What follows belongs to an exercise in optimizing a design on an open flow for small area; a production flow would make more cautious choices.
Only simulation tests tie the RTL to the original design; equivalence was not proved.
Power is estimated from default activity; no workload was simulated.

==> design/flow/design.v <==
module	generic_arbiter_full(busreq,hlock,hclk,hreset,hmaster_lock,hgrant,hready,hwdata,data_out,haddr,addr_out,hburst,htrans,htrans_out,hburst_out,hmaster);
	parameter size=9;
	parameter size_out=4;
	integer i;
	input [8*size-1:0]hwdata;
	input [8*size-1:0]haddr;
	input [3*size-1:0]hburst;
	input [2*size-1:0]htrans;
	input hclk;
	input hreset;
	input hready;
	input  [size-1:0]busreq;
	input [size-1:0]hlock;
	output reg [2:0]hburst_out;
	output reg [1:0]htrans_out;
	output reg hmaster_lock;
	output reg  [size_out-1:0]hgrant;
	output reg [7:0]data_out;
	output reg [7:0]addr_out;
	output reg [size_out-1:0]hmaster;
	reg [8*size-1:0]data1;
	reg [8*size-1:0]addr1;
	reg [8*size-1:0]data2;
	reg [8*size-1:0]addr2;
	reg [3*size-1:0]hburst1;
	reg [2*size-1:0]htrans1;
	reg [3*size-1:0]hburst2;
	reg [2*size-1:0]htrans2;
	reg  [size_out-1:0]w_hgrant;
	reg  w_hlock;
	reg hmasterlock;
	reg hlock3;    
	reg [size_out-1:0]j;
	reg [size_out-1:0]inter;
	reg inter1;
	reg [size_out-1:0]hmaster_pre;
	reg hlock_c;
	reg [4:0]count;
	reg [4:0]counter;
	reg hlock_out;
	reg hlock_bus;
	reg v_hmaster_lock;
	reg [4:0]v_count;
	reg [4:0]v_counter;
always@(posedge hclk)begin
	hmaster_pre<=hmaster;
end
always@(*)begin
	hlock_out=hlock>>hgrant;
	if(hmaster_lock)begin
		hlock_bus=hlock_out;
	end
	else begin
		hlock_bus=hlock3;
	end
end
always @(*)begin
    inter=4'b1000;inter1=0;
    w_hgrant=inter;
    w_hlock=inter1;
	for (j = size; j >= 1; j = j - 1)begin
		if (busreq[j-1]==1) begin
            w_hgrant = j-1;
            inter=j-1;
        	w_hlock=hlock[j-1];
        	inter1=hlock[j-1];
        end
        else begin
            w_hgrant=inter;
        	w_hlock=inter1;
        end
    end
end
always@(posedge hclk)begin
    if(!hreset)begin
        hgrant<=1'b0;
    	hlock3<=1'b0;
    end
    else if(!hmasterlock)begin
    	hgrant<=w_hgrant;
    	hlock3<=w_hlock;	
    end
end
always@(*)begin
    hmasterlock=hmaster_lock;   
end
always@(posedge hclk)begin
	if(!hreset)begin
      	hmaster<=1'b0;
      	hlock_c <=1'b0;
    end
    else if(hready)begin
    	hmaster<=hgrant;
    	hlock_c<=hlock_bus;
    end
end
always@(*)begin
	addr_out = addr2>>8*hmaster;
	htrans_out = htrans2>>2*hmaster;
	hburst_out = hburst2>>3*hmaster;
end
always@(*)begin
		data_out=data2>>8*hmaster_pre;
end
always@(posedge hclk)begin
     if(hready)begin
        data2<=data1;
		addr2<=addr1;
		htrans2<=htrans1;
		hburst2<=hburst1;
    end
end
always@(posedge hclk)begin
		data1<=hwdata;
		addr1<=haddr;
		htrans1<=htrans;
		hburst1<=hburst;
end
always@(*)begin
	v_hmaster_lock=hmaster_lock;
	v_counter=counter;
	v_count=count;
		case(hburst_out)
	         3'b000,3'b001:begin
	            if(v_counter==5'b00000)begin
	 		        v_counter=5'b00000; 
                    v_hmaster_lock=hlock_c;
				end
         	end
            3'b010,3'b011:begin 
                if(v_counter==5'b00000)begin 
         			v_counter=5'b00100;
                    v_hmaster_lock=1'b1;
                    v_count=5'b00000;
     			end   
            end
            3'b100,3'b101:begin 
                if(v_counter==5'b00000)begin 
         			v_counter=5'b01000; 
                    v_hmaster_lock=1'b1;
                    v_count=5'b00000; 
     			end   
         	end
        	3'b110,3'b111:begin 
                if(v_counter==5'b00000)begin 
     				v_counter=5'b10000; 
                    v_hmaster_lock=1'b1;
                    v_count=5'b00000;
     			end   
            end
		endcase
		case(htrans_out) 
		    2'b00 ,2'b01 :begin
                if ((v_count+3)<=v_counter)begin  
                    v_count=v_count+1; 
                end 
              	else if ((v_count+3)>v_counter && ((v_count+1)<v_counter) )begin
		  			v_hmaster_lock=hlock_c;
					v_count=v_count+1;
				end			
				else begin
                	v_counter=5'b00000;
                	v_hmaster_lock=hlock_c;
                	v_count=5'b0000;
                end
            end 
            default: v_count=v_count;              
        endcase
end
always@(posedge hclk)begin
    if(!hreset)begin
	    hmaster_lock<=1'b0;
	    counter<=5'b00000;
	    count<=5'b00000;
	end
	else begin
	    hmaster_lock<=v_hmaster_lock;
	    counter<=v_counter;
	    count<=v_count;
	end
end
endmodule
==> design/flow/run.sh <==
#!/bin/bash
# synth_recipe.tcl (not shown) runs the flow's synth.tcl, then flattens the netlist and writes it again
# the make line also repeats each setting of config.mk as NAME=value (left out here)
make -C /OpenROAD-flow-scripts/flow DESIGN_CONFIG=/design/flow/config.mk WORK_HOME=/design/flow/orfs CLKGATE_MAP_FILE= SYNTH_SCRIPT=/design/flow/synth_recipe.tcl finish
==> design/flow/config.mk <==
export PLATFORM = sky130hd
export DESIGN_NAME = generic_arbiter_full
export DESIGN_NICKNAME = generic_arbiter_full
export VERILOG_FILES = /design/flow/design.v
export SDC_FILE = /design/flow/constraint.sdc
export NUM_CORES = 4
export LEC_CHECK = 0
export CAP_MARGIN = 20
export CORE_MARGIN = 2
export CORE_UTILIZATION = 40
export PLACE_DENSITY = 0.6
export SLEW_MARGIN = 20
==> design/flow/constraint.sdc <==
create_clock -name core_clock -period 5.0 [get_ports {hclk}]
set_input_delay 1.0000 -clock core_clock [delete_from_list [all_inputs] [get_ports {hclk}]]
set_output_delay 1.0000 -clock core_clock [all_outputs]
set_load 0.01 [all_outputs]
==> results of run 1 <==
[per-stage QoR]
step	hold WS [ns]	instances	cell area, um^2	util
after floorplan	0.386	700	12600	-
after global placement	0.386	1322	15500	0.503
after detailed placement	0.389	1322	15500	0.503
after CTS	0.400	1396	16800	0.545
after global routing	0.404	1397	16800	0.545
final	0.396	1402	16800	0.545
[metal layers]
| metal | up-vias | routed length [um] | global-route usage | part of all wire |
|---|---|---|---|---|
| li1 | 3181 | - | - | - |
| met1 | 3093 | 11000 | 0.199 | 0.43 |
| met2 | 224 | 11800 | 0.253 | 0.46 |
| met3 | 46 | 2150 | 0.0558 | 0.085 |
| met4 | 2 | 483 | 0.0426 | 0.019 |
| met5 | - | 11 | 0 | 0.00043 |
[worst max-delay path, cell delays in order, from the launching register on]
cell and delay [ns]:
dfxtp_2 0.36, buf_4 0.36, mux2i_1 0.13, a221o_1 0.40, o21ai_2 0.30, o21ai_2 0.12, and2_1 0.18, ha_1 0.34
ha_1 0.33, nor2b_1 0.14, o211ai_1 0.22, nand3_1 0.11, o311ai_0 0.63, o21ai_0 0.17, o31ai_1 0.23
[flip-flops by register name, indices dropped and copies added, names as in the netlist]
register      cells
addr1            72
addr2            72
count             5
counter           5
data1            72
data2            72
hburst1          27
hburst2          27
hgrant            4
hlock3            1
hlock_c           1
hmaster           4
hmaster_lock      1
hmaster_pre       4
htrans1          18
htrans2          18
[cell usage after synthesis, types with 4 or more instances]
| library cell | count |
|---|---|
| mux4_2 | 40 |
| a211oi_1 | 5 |
| mux2i_1 | 27 |
| buf_2 | 6 |
| nor2b_1 | 5 |
| nor2_1 | 20 |
| ha_1 | 11 |
| nand2_1 | 38 |
| inv_1 | 12 |
| o21ai_0 | 23 |
| buf_1 | 4 |
| clkbuf_1 | 12 |
| edfxtp_1 | 189 |
| a21oi_1 | 16 |
| xor2_1 | 4 |
| nand3_1 | 4 |
| o211ai_1 | 5 |
| dfxtp_1 | 214 |
[cell usage in the layout (no fill, tap or decap), types with 3 or more instances in the layout]
cell type / count
buf_4: 9
inv_1: 12
mux2i_1: 27
diode_2: 6
clkbuf_1: 11
edfxtp_1: 189
and3_1: 3
xor2_1: 4
mux4_2: 40
nand2_1: 38
clkbuf_16: 43
ha_1: 11
clkinv_2: 8
o211ai_1: 5
nor2_1: 20
clkdlybuf4s50_1: 238
o21a_1: 3
o21ai_0: 23
clkbuf_8: 7
o2111ai_1: 3
dfxtp_1: 212
xnor2_1: 3
a21oi_1: 16
nor3_1: 3
nor2b_1: 5
nand3_1: 4
a211oi_1: 5
nand2b_1: 3
clkinv_1: 4
o31ai_1: 3
[final timing paths]
check,end,startpoint
hold / removal,data2[1],data1[1]
hold reg to reg,data2[1],data1[1]
setup / recovery,count[0],hmaster[0]
setup reg to reg,count[0],hmaster[0]
[power groups by stage]
stage | Combinational [mW] | Clock (mW) | Sequential, mW
floorplan | 0.258 | 0 | 3.75
finish | 0.562 | 2.88 | 3.72
CTS | 0.569 | 2.97 | 3.72
detailed placement | 0.566 | 0 | 3.79
global route | 0.614 | 3.10 | 3.74
global placement | 0.566 | 0 | 3.79
[final cells by class]
class	count	area, um^2	area share
diodes	6	15.0	0.000895
clock buffers	60	1200	0.0715
clock inverters	14	105	0.00627
inverters	14	52.6	0.00313
multi-input cells	260	2460	0.147
flip-flops and latches	403	9960	0.594
well taps	396	495	0.0295
repair buffers	249	2480	0.148
[logic make-up after synthesis]
group	after synthesis	synth area share
AND/OR/NAND/NOR	90	0.0338
AO/OA/AOI/OAI	83	0.0478
multiplexers	69	0.0974
XOR/XNOR	7	0.00488
adder cells (fa/ha/maj)	11	0.0110
buffers and inverters	37	0.0123
flip-flops	403	0.793
==> flow_metrics.py, run 1 <==
metrics = {
    "outcome": {
        "status": "complete, no violations",
    },
    "global_route": {
        "grt_usage": 0.156,
        "grt-ovfl-total": 0,
        "grt_start_max_net_pins": 113,
        "grt_antenna_before_repair": 6,
        "grt_pass1_vias": 6983,
        "grt_pass1_wl_um": 39100,
    },
    "routing": {
        "wire_per_inst_um": 18.2,
        "drtIter0Drc": 353,
        "drc": 0,
        "wl_um": 25500,
        "viasPerCell": 4.67,
        "vias": 6546,
        "first_pass_iters": 6,
        "drtAntennaViolNets": 0,
    },
    "setup_path": {
        "cp-start-kind": "flip-flop",
        "worstPathRequired_ns": 5.43,
        "worstPathMaxFanout": 20,
        "reg2reg_setup_slack_ns": 0.88,
        "arrival_ns": 4.54,
        "critPathKind": "reg -> reg",
        "worst_r2r_path_depth": 14,
        "endpoint_kind": "flip-flop",
    },
    "synth": {
        "yosys_warnings": 1,
        "syn_nets": 921,
        "ys_types": 59,
        "syn_inst": 700,
        "yosysTopAreaCell": "edfxtp_1",
        "syn_avg_cell_area_um2": 17.9,
        "synthFlopType": "dfxtp_1",
        "synth.top_cells.by_area": "edfxtp_1 (45%), dfxtp_1 (34%), mux4_2 (7.2%)",
        "synth_edf_count": 189,
        "ys_seq_elements": 403,
        "synth_area_um2": 12600,
        "synth-seq-area-share": 0.793,
        "synth_top_area_share": 0.452,
        "synth-async-reset-ratio": 0,
    },
    "timing": {
        "finClkSkew_ns": 0.0183,
        "finalSetupTns_ns": 0,
        "final_max_slew_viol_count": 0,
        "post-route-period-util": 0.823,
        "worst_pin_slew_ns": 0.929,
        "min_period_ns": 4.12,
        "finalHoldViolCount": 0,
        "final-setup-viol-count": 0,
        "slew_headroom": 0.380,
        "postLayoutSetupSlackWorst_ns": 0.883,
        "fmax_mhz": 243,
        "grt_setup_unrepaired": "no",
    },
    "layout": {
        "fillerInstances": 2493,
        "drive_above_1_share": 0.123,
        "final_nets": 1189,
        "areaGrowthSynthToFinish_pct": 33.5,
    },
    "power_and_ir_drop": {
        "total_leakage_power_nw": 6.05,
        "sequentialPowerShare": 0.519,
        "ir_drop_uv": 296,
        "combPwrFrac": 0.078,
        "clkPwrFrac": 0.402,
        "power.switching_mw": 1.48,
        "p_int_mw": 5.68,
        "p_per_area_nw_per_um2": 427,
        "finalPower_mw": 7.16,
        "switching_share": 0.207,
    },
    "clocking": {
        "clockBufferDepth": 3,
        "hold_buffers": 0,
        "h-tree-depth": 2,
        "post_cts_buffers": 0,
        "clk_pin_slew_ns": 0.06,
        "cts_buffers": 40,
        "cts_resized": 0,
        "clk_latency_ns": 0.52,
        "cts_tree": "done",
        "cts-root-buf": "clkbuf_16",
        "cts_sinks": 403,
    },
    "floorplanning": {
        "dieArea_um2": 32800,
        "die_x_um": 181,
        "die-height_um": 181,
        "coreArea_um2": 30700,
        "start_util": 0.408,
        "row_count": 64,
        "io_pins": 240,
    },
    "worst_hold_path": {
        "hold_path.class": "reg -> reg",
        "hold_depth": 0,
    },
    "flow_run": {
        "cap_violations": 0,
    },
    "place": {
        "port_buffers": 239,
        "pre_cts_ws_ns": 0.876,
        "place_congestion": 0.773,
        "hpwl_um": 18100,
    },
}
==> run 2, diff against run 1 <==
==> design/flow/design.v (replaced) <==
module generic_arbiter_full(busreq,hlock,hclk,hreset,hmaster_lock,hgrant,hready,hwdata,data_out,haddr,addr_out,hburst,htrans,htrans_out,hburst_out,hmaster);
	input [71:0] hwdata;
	input [71:0] haddr;
	input [26:0] hburst;
	input [17:0] htrans;
	input hclk;
	input hreset;
	input hready;
	input [8:0] busreq;
	input [8:0] hlock;
	output reg [2:0] hburst_out;
	output reg [1:0] htrans_out;
	output reg hmaster_lock;
	output reg [3:0] hgrant;
	output reg [7:0] data_out;
	output reg [7:0] addr_out;
	output reg [3:0] hmaster;
	function automatic [12:0] fld(input [3:0] m);
		reg [2:0] b; reg [1:0] t; reg [7:0] a;
		begin
			b = m[3] ? hburst[26:24] : hburst[3*m[2:0] +: 3];
			t = m[3] ? htrans[17:16] : htrans[2*m[2:0] +: 2];
			a = m[3] ? haddr[71:64]  : haddr[8*m[2:0] +: 8];
			fld = {b, t, a};
		end
	endfunction
	function automatic [7:0] wd(input [3:0] m);
		wd = m[3] ? hwdata[71:64] : hwdata[8*m[2:0] +: 8];
	endfunction
	reg [3:0] w_hgrant;
	reg w_hlock;
	integer j;
	always @(*) begin
		w_hgrant = 4'd8;
		w_hlock = 1'b0;
		for (j = 8; j >= 0; j = j - 1)
			if (busreq[j]) begin
				w_hgrant = j;
				w_hlock = hlock[j];
			end
	end
	reg hlock3;
	reg hlock_c;
	wire hlock_g = hgrant[3] ? hlock[8] : hlock[hgrant[2:0]];
	wire hlock_bus = hmaster_lock ? hlock_g : hlock3;
	wire [3:0] grant_nx = !hreset ? 4'd0 : (hmaster_lock ? hgrant : w_hgrant);
	wire [3:0] master_nx = !hreset ? 4'd0 : (hready ? hgrant : hmaster);
	always @(posedge hclk) begin
		hgrant <= grant_nx;
		hmaster <= master_nx;
		if (!hreset) begin
			hlock3 <= 1'b0;
			hlock_c <= 1'b0;
		end else begin
			if (!hmaster_lock) hlock3 <= w_hlock;
			if (hready) hlock_c <= hlock_bus;
		end
	end
	reg [12:0] f1g, f1z, f2z;
	always @(posedge hclk) begin
		f1g <= fld(grant_nx);
		f1z <= fld(4'd0);
		if (hready) f2z <= f1z;
		if (hready) {hburst_out, htrans_out, addr_out} <= hreset ? f1g : f1z;
		else if (!hreset) {hburst_out, htrans_out, addr_out} <= f2z;
	end
	reg [7:0] d1g, d1m, d1z, d2m, d2z;
	always @(posedge hclk) begin
		d1g <= wd(grant_nx);
		d1m <= wd(master_nx);
		d1z <= wd(4'd0);
		if (hready) begin
			d2z <= d1z;
			d2m <= hreset ? d1g : d1z;
			data_out <= d1m;
		end else begin
			if (!hreset) d2m <= d2z;
			data_out <= d2m;
		end
	end
	reg [4:0] rem;
	reg [4:0] rem1, rem2;
	reg lock1, lock2;
	always @(*) begin
		rem1 = rem;
		lock1 = hmaster_lock;
		if (rem == 5'd0) begin
			case (hburst_out[2:1])
				2'b00: lock1 = hlock_c;
				2'b01: begin rem1 = 5'd4; lock1 = 1'b1; end
				2'b10: begin rem1 = 5'd8; lock1 = 1'b1; end
				2'b11: begin rem1 = 5'd16; lock1 = 1'b1; end
			endcase
		end
		rem2 = rem1;
		lock2 = lock1;
		if (!htrans_out[1]) begin
			if (rem1 >= 5'd3) rem2 = rem1 - 5'd1;
			else if (rem1 == 5'd2) begin rem2 = 5'd1; lock2 = hlock_c; end
			else begin rem2 = 5'd0; lock2 = hlock_c; end
		end
	end
	always @(posedge hclk) begin
		if (!hreset) begin
			hmaster_lock <= 1'b0;
			rem <= 5'd0;
		end else begin
			hmaster_lock <= lock2;
			rem <= rem2;
		end
	end
endmodule
==> design/flow/flow/run.sh (new file) <==
#!/bin/bash
# Standard ORFS layout (the standard.sh, standard synthesis unchanged) with two
# changes: the port buffers are the smallest buffer (buf_1) instead of the default
# pick, and CTS inserts no dummy loads. Each tool's output goes to orfs/logs and
# the whole make output to flow_make.log here.
set -euo pipefail
export BUFFER_PORTS_ARGS="-buffer_cell sky130_fd_sc_hd__buf_1"
export CTS_ARGS="-sink_clustering_enable -repair_clock_nets -dont_use_dummy_load"
bash standard.sh finish > flow_make.log 2>&1
==> design/flow/standard.sh (new file) <==
#!/bin/bash
# synth_recipe.tcl (not shown) runs the flow's synth.tcl, then flattens the netlist and writes it again
# the make line also repeats each setting of config.mk as NAME=value (left out here)
make -C /OpenROAD-flow-scripts/flow DESIGN_CONFIG=/design/flow/config.mk WORK_HOME=/design/flow/orfs CLKGATE_MAP_FILE= SYNTH_SCRIPT=/design/flow/synth_recipe.tcl "${@:-finish}"
--- a/design/flow/config.mk
+++ b/design/flow/config.mk
@@ -7,6 +7,6 @@
 export LEC_CHECK = 0
 export CAP_MARGIN = 20
 export CORE_MARGIN = 2
-export CORE_UTILIZATION = 40
-export PLACE_DENSITY = 0.6
+export CORE_UTILIZATION = 50
+export PLACE_DENSITY = 0.7
 export SLEW_MARGIN = 20
removed: design/flow/run.sh
==> run 2 against run 1 <==
Net effect:
- clock skew shrank 0.0061 ns
- via count shrank 11%
- maximum frequency grew 25%
- hold slack gained 0.029 ns
- critical path type is now in -> reg
- non-clock buffer count shrank 3
- combinational power grew 25%
- final cell count shrank 25%
- register-to-register slack gained 0.99 ns
==> flow_metrics.py, run 2 <==
metrics = {
    "clocking": {
        "clk_pin_slew_ns": 0.04,
        "clk_latency_ns": 0.40,
        "cts_sinks": 116,
        "h-tree-depth": 4,
        "cts_resized": 0,
        "cts_buffers": 17,
        "post_cts_buffers": 0,
        "clockBufferDepth": 2,
        "hold_buffers": 0,
        "cts-root-buf": "clkbuf_16",
        "cts_tree": "done",
    },
    "global_route": {
        "grt-ovfl-total": 0,
        "grt_start_max_net_pins": 78,
        "grt_pass1_wl_um": 27900,
        "grt_pass1_vias": 5530,
        "grt_antenna_before_repair": 1,
        "grt_usage": 0.271,
    },
    "layout": {
        "fillerInstances": 1118,
        "drive_above_1_share": 0.0789,
        "reg_top3": "f1g x13, f1z x13, f2z x13",
        "diodes": 0,
        "layout_common_cells": "buf_1 (237), mux2i_1 (122), nand2_1 (102), dfxtp_1 (74), nor2_1 (56)",
        "areaGrowthSynthToFinish_pct": 21.7,
        "layout_commonest_cell": "buf_1",
        "final_nets": 1090,
    },
    "routing": {
        "viasPerCell": 5.57,
        "drc": 0,
        "drtAntennaViolNets": 0,
        "vias": 5827,
        "drtIter0Drc": 479,
        "wl_um": 18700,
        "wire_per_inst_um": 17.9,
        "first_pass_iters": 5,
    },
    "power_and_ir_drop": {
        "total_leakage_power_nw": 3.04,
        "combPwrFrac": 0.247,
        "p_per_area_nw_per_um2": 369,
        "clkPwrFrac": 0.327,
        "power.switching_uw": 822,
        "p_int_mw": 2.01,
        "ir_drop_uv": 314,
        "switching_share": 0.290,
        "sequentialPowerShare": 0.426,
    },
    "synth": {
        "synth-async-reset-ratio": 0,
        "yosys.area_share.simple": 0.175,
        "synth_area_um2": 6310,
        "synth_edf_count": 42,
        "synth-adder-area-share": 0.00793,
        "yosys_warnings": 1,
        "synth.top_cells.by_area": "dfxtp_1 (23%), edfxtp_1 (20%), mux2i_1 (19%)",
        "synth_compound_area_frac": 0.110,
        "yosys-top-cells-count": "mux2i_1 (122), nand2_1 (103), dfxtp_1 (74)",
        "synth_top_area_share": 0.235,
        "syn_nets": 861,
        "synthFlopType": "dfxtp_1",
        "synth.most_common_cell": "mux2i_1",
        "ys_seq_elements": 116,
        "synth_xor_area_frac": 0.00278,
        "yosysTopAreaCell": "dfxtp_1",
        "synthMuxAreaShare": 0.224,
        "syn_inst": 647,
        "ys_types": 56,
        "syn_avg_cell_area_um2": 9.75,
        "synth_top_family_by_area": "multiplexers",
        "synth-seq-area-share": 0.435,
    },
    "place": {
        "pre_cts_ws_ns": 1.30,
        "place_congestion": 0.933,
        "hpwl_um": 13600,
        "port_buffers": 239,
    },
    "timing": {
        "post-route-period-util": 0.660,
        "worst_pin_slew_ns": 1.13,
        "final_max_slew_viol_count": 0,
        "postLayoutSetupSlackWorst_ns": 1.70,
        "fmax_mhz": 303,
        "finalHoldViolCount": 0,
        "grt_setup_unrepaired": "no",
        "finClkSkew_ns": 0.0122,
        "slew_headroom": 0.248,
        "finalSetupTns_ns": 0,
        "min_period_ns": 3.30,
        "final-setup-viol-count": 0,
    },
    "setup_path": {
        "critPathKind": "in -> reg",
        "endpoint_kind": "flip-flop",
        "arrival_ns": 3.60,
        "worstPathMaxFanout": 62,
        "cp_cell_sequence": "buf_1 -> or3_4 -> nand2_2 -> nand3_4 -> inv_4 -> mux2i_1 -> a221o_1 -> a221oi_1",
        "cp-startpoint": "busreq[0]",
        "worstPathRequired_ns": 5.30,
        "worst_r2r_path_depth": 7,
        "crit_slowest_cell": "inv_4",
        "cp-start-kind": "primary input",
        "r2r_start": "hmaster_lock",
        "reg2reg_setup_slack_ns": 1.87,
        "reg2reg_to": "d1g[5]",
        "max_stage_delay_ns": 0.78,
    },
    "floorplanning": {
        "io_pins": 240,
        "die_x_um": 116,
        "die-height_um": 116,
        "coreArea_um2": 12500,
        "start_util": 0.506,
        "row_count": 41,
        "dieArea_um2": 13500,
    },
    "worst_hold_path": {
        "worstHoldStart": "d1z[2]",
        "hold_path.class": "reg -> reg",
        "whs_endpoint": "d2z[2]",
        "hold_depth": 0,
    },
    "flow_run": {
        "cap_violations": 0,
    },
    "outcome": {
        "status": "complete, no violations",
    },
}
run 2: cell families after synthesis:
family | after synthesis
AND/OR/NAND/NOR | 244
multiplexers | 137
flip-flops | 116
AO/OA/AOI/OAI | 92
buffers and inverters | 52
adder cells (fa/ha/maj) | 4
XOR/XNOR | 2
run 2: metal layers:
layer | track usage | wire length, um | up-vias
met1 | 0.339 | 7580 | 2696
met4 | 0.115 | 568 | 2
met3 | 0.0633 | 1450 | 56
li1 | - | - | 2788
met2 | 0.449 | 9120 | 285
met5 | 0 | 13 | -
run 2: worst max-delay path by stage:
stage / endpoint / slack, ns / cells after the start
finish: d1g[5] / 1.70 / 8
global route: d1g[5] / 1.57 / 8
CTS: d1g[5] / 1.71 / 8
detailed placement: d1g[5] / 1.30 / 8
global placement: d1g[5] / 1.42 / 8
floorplan: addr_out[0] / 2.34 / 4
run 2: layout make-up:
| type | instances | area, um^2 | area share |
|---|---|---|---|
| Clock buffer | 17 | 425 | 0.0554 |
| Inverter | 16 | 62.6 | 0.00814 |
| Multi-Input combinational cell | 479 | 3280 | 0.428 |
| Sequential cell | 116 | 2740 | 0.357 |
| Tap cell | 172 | 215 | 0.0280 |
| Timing Repair Buffer | 246 | 952 | 0.124 |
run 2: critical path, delay by kind of cell:
kind / cells / cell delay, ns
buf+inv: 2 / 0.92
mux: 1 / 0.19
compound gates: 2 / 0.52
simple gates: 3 / 0.94
run 2: power groups by stage:
stage	registers (mW)	logic, mW	clock network, mW
3_5_place_dp	1.22	0.693	0
6_report	1.21	0.701	0.927
5_1_grt	1.22	0.763	0.977
4_1_cts	1.21	0.696	0.939
2_1_floorplan	1.20	0.495	0
3_3_place_gp	1.22	0.667	0
run 2: per-stage QoR:
| stage | instances | total power [mW] | area [um^2] | hold slack, ns | util |
|---|---|---|---|---|---|
| 6_report | 1046 | 2.84 | 7680 | 0.425 | 0.616 |
| 5_1_grt | 1046 | 2.96 | 7680 | 0.437 | 0.616 |
| 4_1_cts | 1046 | 2.84 | 7680 | 0.427 | 0.616 |
| 3_5_place_dp | 1029 | 1.92 | 7260 | 0.417 | 0.582 |
| 3_3_place_gp | 1029 | 1.88 | 7260 | 0.411 | 0.582 |
| 2_1_floorplan | 647 | 1.70 | 6310 | 0.408 | - |
==> run 3, diff against run 2 <==
==> design/flow/run.sh (new file) <==
#!/bin/bash
# synth_recipe.tcl (not shown) runs the flow's synth.tcl, then flattens the netlist and writes it again
# the make line also repeats each setting of config.mk as NAME=value (left out here)
make -C /OpenROAD-flow-scripts/flow DESIGN_CONFIG=/design/flow/config.mk WORK_HOME=/design/flow/orfs CLKGATE_MAP_FILE= SYNTH_SCRIPT=/design/flow/synth_recipe.tcl finish
--- a/design/flow/config.mk
+++ b/design/flow/config.mk
@@ -7,6 +7,6 @@
 export LEC_CHECK = 0
 export CAP_MARGIN = 20
 export CORE_MARGIN = 2
-export CORE_UTILIZATION = 50
-export PLACE_DENSITY = 0.7
+export CORE_UTILIZATION = 40
+export PLACE_DENSITY = 0.6
 export SLEW_MARGIN = 20
removed: design/flow/flow/run.sh
removed: design/flow/standard.sh
==> run 3 against run 2 <==
Net effect:
- combinational power is about 20% higher
- sequential cell count stayed put
- clock power rose by 38%
- register-to-register slack lost 0.16 ns
- wire length grew 9.9%
- sequential power barely moved
- highest routed layer is now met4
- die area is 24% higher
- still clean
- final cell count is 5.3% higher
- critical path depth is the same
- largest power group is now clock
- non-clock buffer count unchanged
- cell area rose by 23%
- sequential share of layout area down 6.6 points
==> flow_metrics.py, run 3 <==
metrics = {
    "timing": {
        "grt_setup_unrepaired": "no",
        "final-setup-viol-count": 0,
        "worst_pin_slew_ns": 1.12,
        "slew_headroom": 0.255,
        "min_period_ns": 3.81,
        "finalSetupTns_ns": 0,
        "final_max_slew_viol_count": 0,
        "fmax_mhz": 263,
        "finalHoldViolCount": 0,
        "finClkSkew_ns": 0.00919,
        "post-route-period-util": 0.762,
    },
    "layout": {
        "multi_input_area_um2": 3290,
        "layout_commonest_cell": "clkdlybuf4s50_1",
        "design_area_um2": 9420,
        "final_nets": 1090,
        "seq_area_um2": 2740,
        "fillerInstances": 1297,
        "drive_above_1_share": 0.0945,
        "reg_top3": "f1g x13, f1z x13, f2z x13",
        "areaGrowthSynthToFinish_pct": 49.3,
        "layout_common_cells": "clkdlybuf4s50_1 (237), mux2i_1 (122), nand2_1 (102), dfxtp_1 (74), nor2_1 (56)",
    },
    "synth": {
        "yosysTopAreaCell": "dfxtp_1",
        "yosys_warnings": 1,
        "synthFlopType": "dfxtp_1",
        "synth.top_cells.by_area": "dfxtp_1 (23%), edfxtp_1 (20%), mux2i_1 (19%)",
        "syn_inst": 647,
        "synth-seq-area-share": 0.435,
        "syn_avg_cell_area_um2": 9.75,
        "synth-async-reset-ratio": 0,
        "synth_edf_count": 42,
        "synth.most_common_cell": "mux2i_1",
        "synth_top_area_share": 0.235,
        "ys_seq_elements": 116,
        "synth_area_um2": 6310,
        "syn_nets": 861,
        "ys_types": 56,
        "yosys-top-cells-count": "mux2i_1 (122), nand2_1 (103), dfxtp_1 (74)",
    },
    "place": {
        "hpwl_um": 14800,
        "place_congestion": 0.887,
        "dpl_cell_area_um2": 8800,
        "port_buffers": 239,
    },
    "setup_path": {
        "critPathKind": "in -> reg",
        "cp-start-kind": "primary input",
        "max_stage_delay_ns": 0.80,
        "crit_slowest_cell": "inv_4",
        "cp_cell_sequence": "clkdlybuf4s50_1 -> or3_4 -> nand2_2 -> nand3_4 -> inv_4 -> mux2i_1 -> a221o_1 -> a221oi_1",
        "cp_num_buf_inv": 2,
        "worstPathRequired_ns": 5.32,
        "arrival_ns": 4.13,
        "worstPathMaxFanout": 62,
        "critPathTopFamily": "buffers and inverters",
        "endpoint_kind": "flip-flop",
    },
    "clocking": {
        "h-tree-depth": 4,
        "cts_tree": "done",
        "clk_latency_ns": 0.42,
        "cts_sinks": 116,
        "hold_buffers": 0,
        "cts_buffers": 17,
        "cts_resized": 0,
        "cts-root-buf": "clkbuf_16",
        "post_cts_buffers": 0,
        "clockBufferDepth": 2,
        "clk_pin_slew_ns": 0.05,
    },
    "floorplanning": {
        "dieArea_um2": 16800,
        "die_x_um": 130,
        "io_pins": 240,
        "die-height_um": 130,
        "start_util": 0.412,
        "coreArea_um2": 15300,
        "row_count": 45,
    },
    "power_and_ir_drop": {
        "ir_drop_uv": 265,
        "total_leakage_power_nw": 3.77,
        "p_per_area_nw_per_um2": 352,
        "finalPower_mw": 3.32,
    },
    "global_route": {
        "grt-ovfl-total": 0,
        "grt_usage": 0.247,
        "grt_start_max_net_pins": 78,
        "grt_pass1_wl_um": 31600,
        "grt_pass1_vias": 6023,
        "grt_antenna_before_repair": 0,
    },
    "routing": {
        "first_pass_iters": 4,
        "drtAntennaViolNets": 0,
        "viasPerCell": 5.32,
        "wire_per_inst_um": 18.7,
        "drc": 0,
        "vias": 5855,
        "drtIter0Drc": 281,
        "wl_um": 20600,
    },
    "flow_run": {
        "cap_violations": 0,
    },
    "worst_hold_path": {
        "hold_path.class": "reg -> reg",
    },
    "outcome": {
        "status": "complete, no violations",
    },
}
-- run 3: changes by cell type in the layout (fill, tap and decap cells not counted), sizes merged --
| cell | before | now |
|---|---|---|
| bufinv | 0 | 4 |
| buf | 245 | 9 |
| clkinv | 0 | 4 |
| diode | 0 | 1 |
| clkinvlp | 0 | 6 |
| clkdlybuf4s50 | 0 | 237 |
-- run 3: cell families after synthesis --
group,Yosys count,synth area share
and+or+nand+nor,244,0.175
muxes,137,0.224
DFF,116,0.435
AOI/OAI and AO/OA,92,0.110
buffers and inverters,52,0.0454
adders and majority gates,4,0.00793
xor gates and xnor gates,2,0.00278
-- run 3: area by class of cell --
class,count,share of cell area
inverters,16,0.00664
multi-input cells,479,0.349
diodes,1,0.000266
repair buffers,246,0.258
clock inverters,14,0.0197
clock buffers,18,0.0466
well taps,211,0.0280
flip-flops and latches,116,0.291
-- run 3: worst paths after layout --
kind / start / slack [ns] / depth (start not counted) / to
max: busreq[0] / 1.19 / 8 / d1g[5]
min: f1z[0] / 0.43 / 0 / f2z[0]
min reg2reg: f1z[0] / 0.43 / 0 / f2z[0]
max reg2reg: hmaster_lock / 1.71 / 7 / d1g[5]
-- run 3: stage by stage --
step | util | setup WS [ns] | cells | hold slack, ns
after floorplan | - | 2.34 | 647 | 0.408
after global placement | 0.574 | 0.895 | 1068 | 0.411
after detailed placement | 0.574 | 0.812 | 1068 | 0.414
after CTS | 0.615 | 1.21 | 1100 | 0.427
after global routing | 0.615 | 0.997 | 1100 | 0.432
final | 0.615 | 1.19 | 1101 | 0.426
-- run 3: routing by layer --
| layer | vias to the layer above | track usage | wire length, um |
|---|---|---|---|
| met5 | - | 0 | 0 |
| met3 | 41 | 0.0599 | 1260 |
| met4 | 0 | 0.0968 | 511 |
| met2 | 221 | 0.426 | 10300 |
| li1 | 2804 | - | - |
| met1 | 2789 | 0.298 | 8480 |
-- run 3: where the power goes --
part           switching [mW]  total [mW]  leakage, nW  internal, mW
clock network           0.439        1.28        0.290         0.841
registers              0.0771        1.20         1.03          1.12
logic                   0.394       0.843         2.44         0.449
total                   0.909        3.32         3.77          2.41
==> run 4, diff against run 3 <==
--- a/design/flow/config.mk
+++ b/design/flow/config.mk
@@ -7,6 +7,6 @@
 export LEC_CHECK = 0
 export CAP_MARGIN = 20
 export CORE_MARGIN = 2
-export CORE_UTILIZATION = 40
-export PLACE_DENSITY = 0.6
+export CORE_UTILIZATION = 70
+export PLACE_DENSITY = 0.8
 export SLEW_MARGIN = 20
==> run 4 against run 3 <==
Net effect:
- area after synthesis is the same
- synthesized cell count is the same
- the flow now stops in global placement
==> flow_metrics.py, run 4 <==
metrics = {
    "synth": {
        "synth-seq-area-share": 0.435,
        "ys_seq_elements": 116,
        "synthFlopType": "dfxtp_1",
        "synth_top_family_by_area": "multiplexers",
        "syn_nets": 861,
        "synth-async-reset-ratio": 0,
        "synth_compound_area_frac": 0.110,
        "synth_area_um2": 6310,
        "yosys-top-cells-count": "mux2i_1 (122), nand2_1 (103), dfxtp_1 (74)",
        "synth_edf_count": 42,
        "yosys.area_share.simple": 0.175,
        "yosysTopAreaCell": "dfxtp_1",
        "synth_xor_area_frac": 0.00278,
        "syn_inst": 647,
        "synth.most_common_cell": "mux2i_1",
        "synth_top_area_share": 0.235,
        "synthMuxAreaShare": 0.224,
        "synth.top_cells.by_area": "dfxtp_1 (23%), edfxtp_1 (20%), mux2i_1 (19%)",
        "yosys_warnings": 1,
        "syn_avg_cell_area_um2": 9.75,
        "ys_types": 56,
        "synth-adder-area-share": 0.00793,
    },
    "outcome": {
        "status": "stopped before the end",
        "error": "[ERROR GPL-0301] Utilization 107.702 % exceeds 100%.",
        "failing_step": "global placement",
    },
    "floorplanning": {
        "start_util": 0.724,
        "die-height_um": 99.0,
        "io_pins": 240,
        "die_x_um": 99.0,
        "row_count": 34,
    },
    "place": {
        "port_buffers": 239,
    },
}
==> run 4: cell counts after synthesis <==
No cell type changed its count.
==> run 4: cells by family after synthesis <==
| group | count (synthesis) |
|---|---|
| AO/OA/AOI/OAI | 92 |
| XOR/XNOR | 2 |
| adder cells (fa/ha/maj) | 4 |
| buffers and inverters | 52 |
| flip-flops | 116 |
| multiplexers | 137 |
| AND/OR/NAND/NOR | 244 |

what the ideal ports hide:
The results above use ideal ports. As a check the final layouts listed here were re-extracted and re-timed, cells and wires unchanged.
Step 1 sets driving cells, clkbuf_16 on the clock port and buf_2 on the other inputs (assumed; they add their load-dependent delay and slew).
Step 2, shift: input delay + t, output delay - t, t = (earliest + latest rising clock arrival at the registers) / 2. This alone moves slack from input paths to output paths.
Slacks: no drivers / after step 1 / after step 2; pairs: no drivers / after step 1.
run	t, ns	setup WS [ns]	worst setup path after step 2	clock arrival spread, ns
run 1	0.560	0.883 / 0.883 / 0.883	register to register	0.019 / 0.019
run 2	0.434	1.698 / 1.714 / 1.279	input to register	0.015 / 0.015
run 3	0.458	1.191 / 1.207 / 0.750	input to register	0.009 / 0.009
After both steps every run listed still meets setup and hold. The setup slack of run 3, which loses most, moves by +0.016 ns with the drivers and by -0.441 ns with both steps.
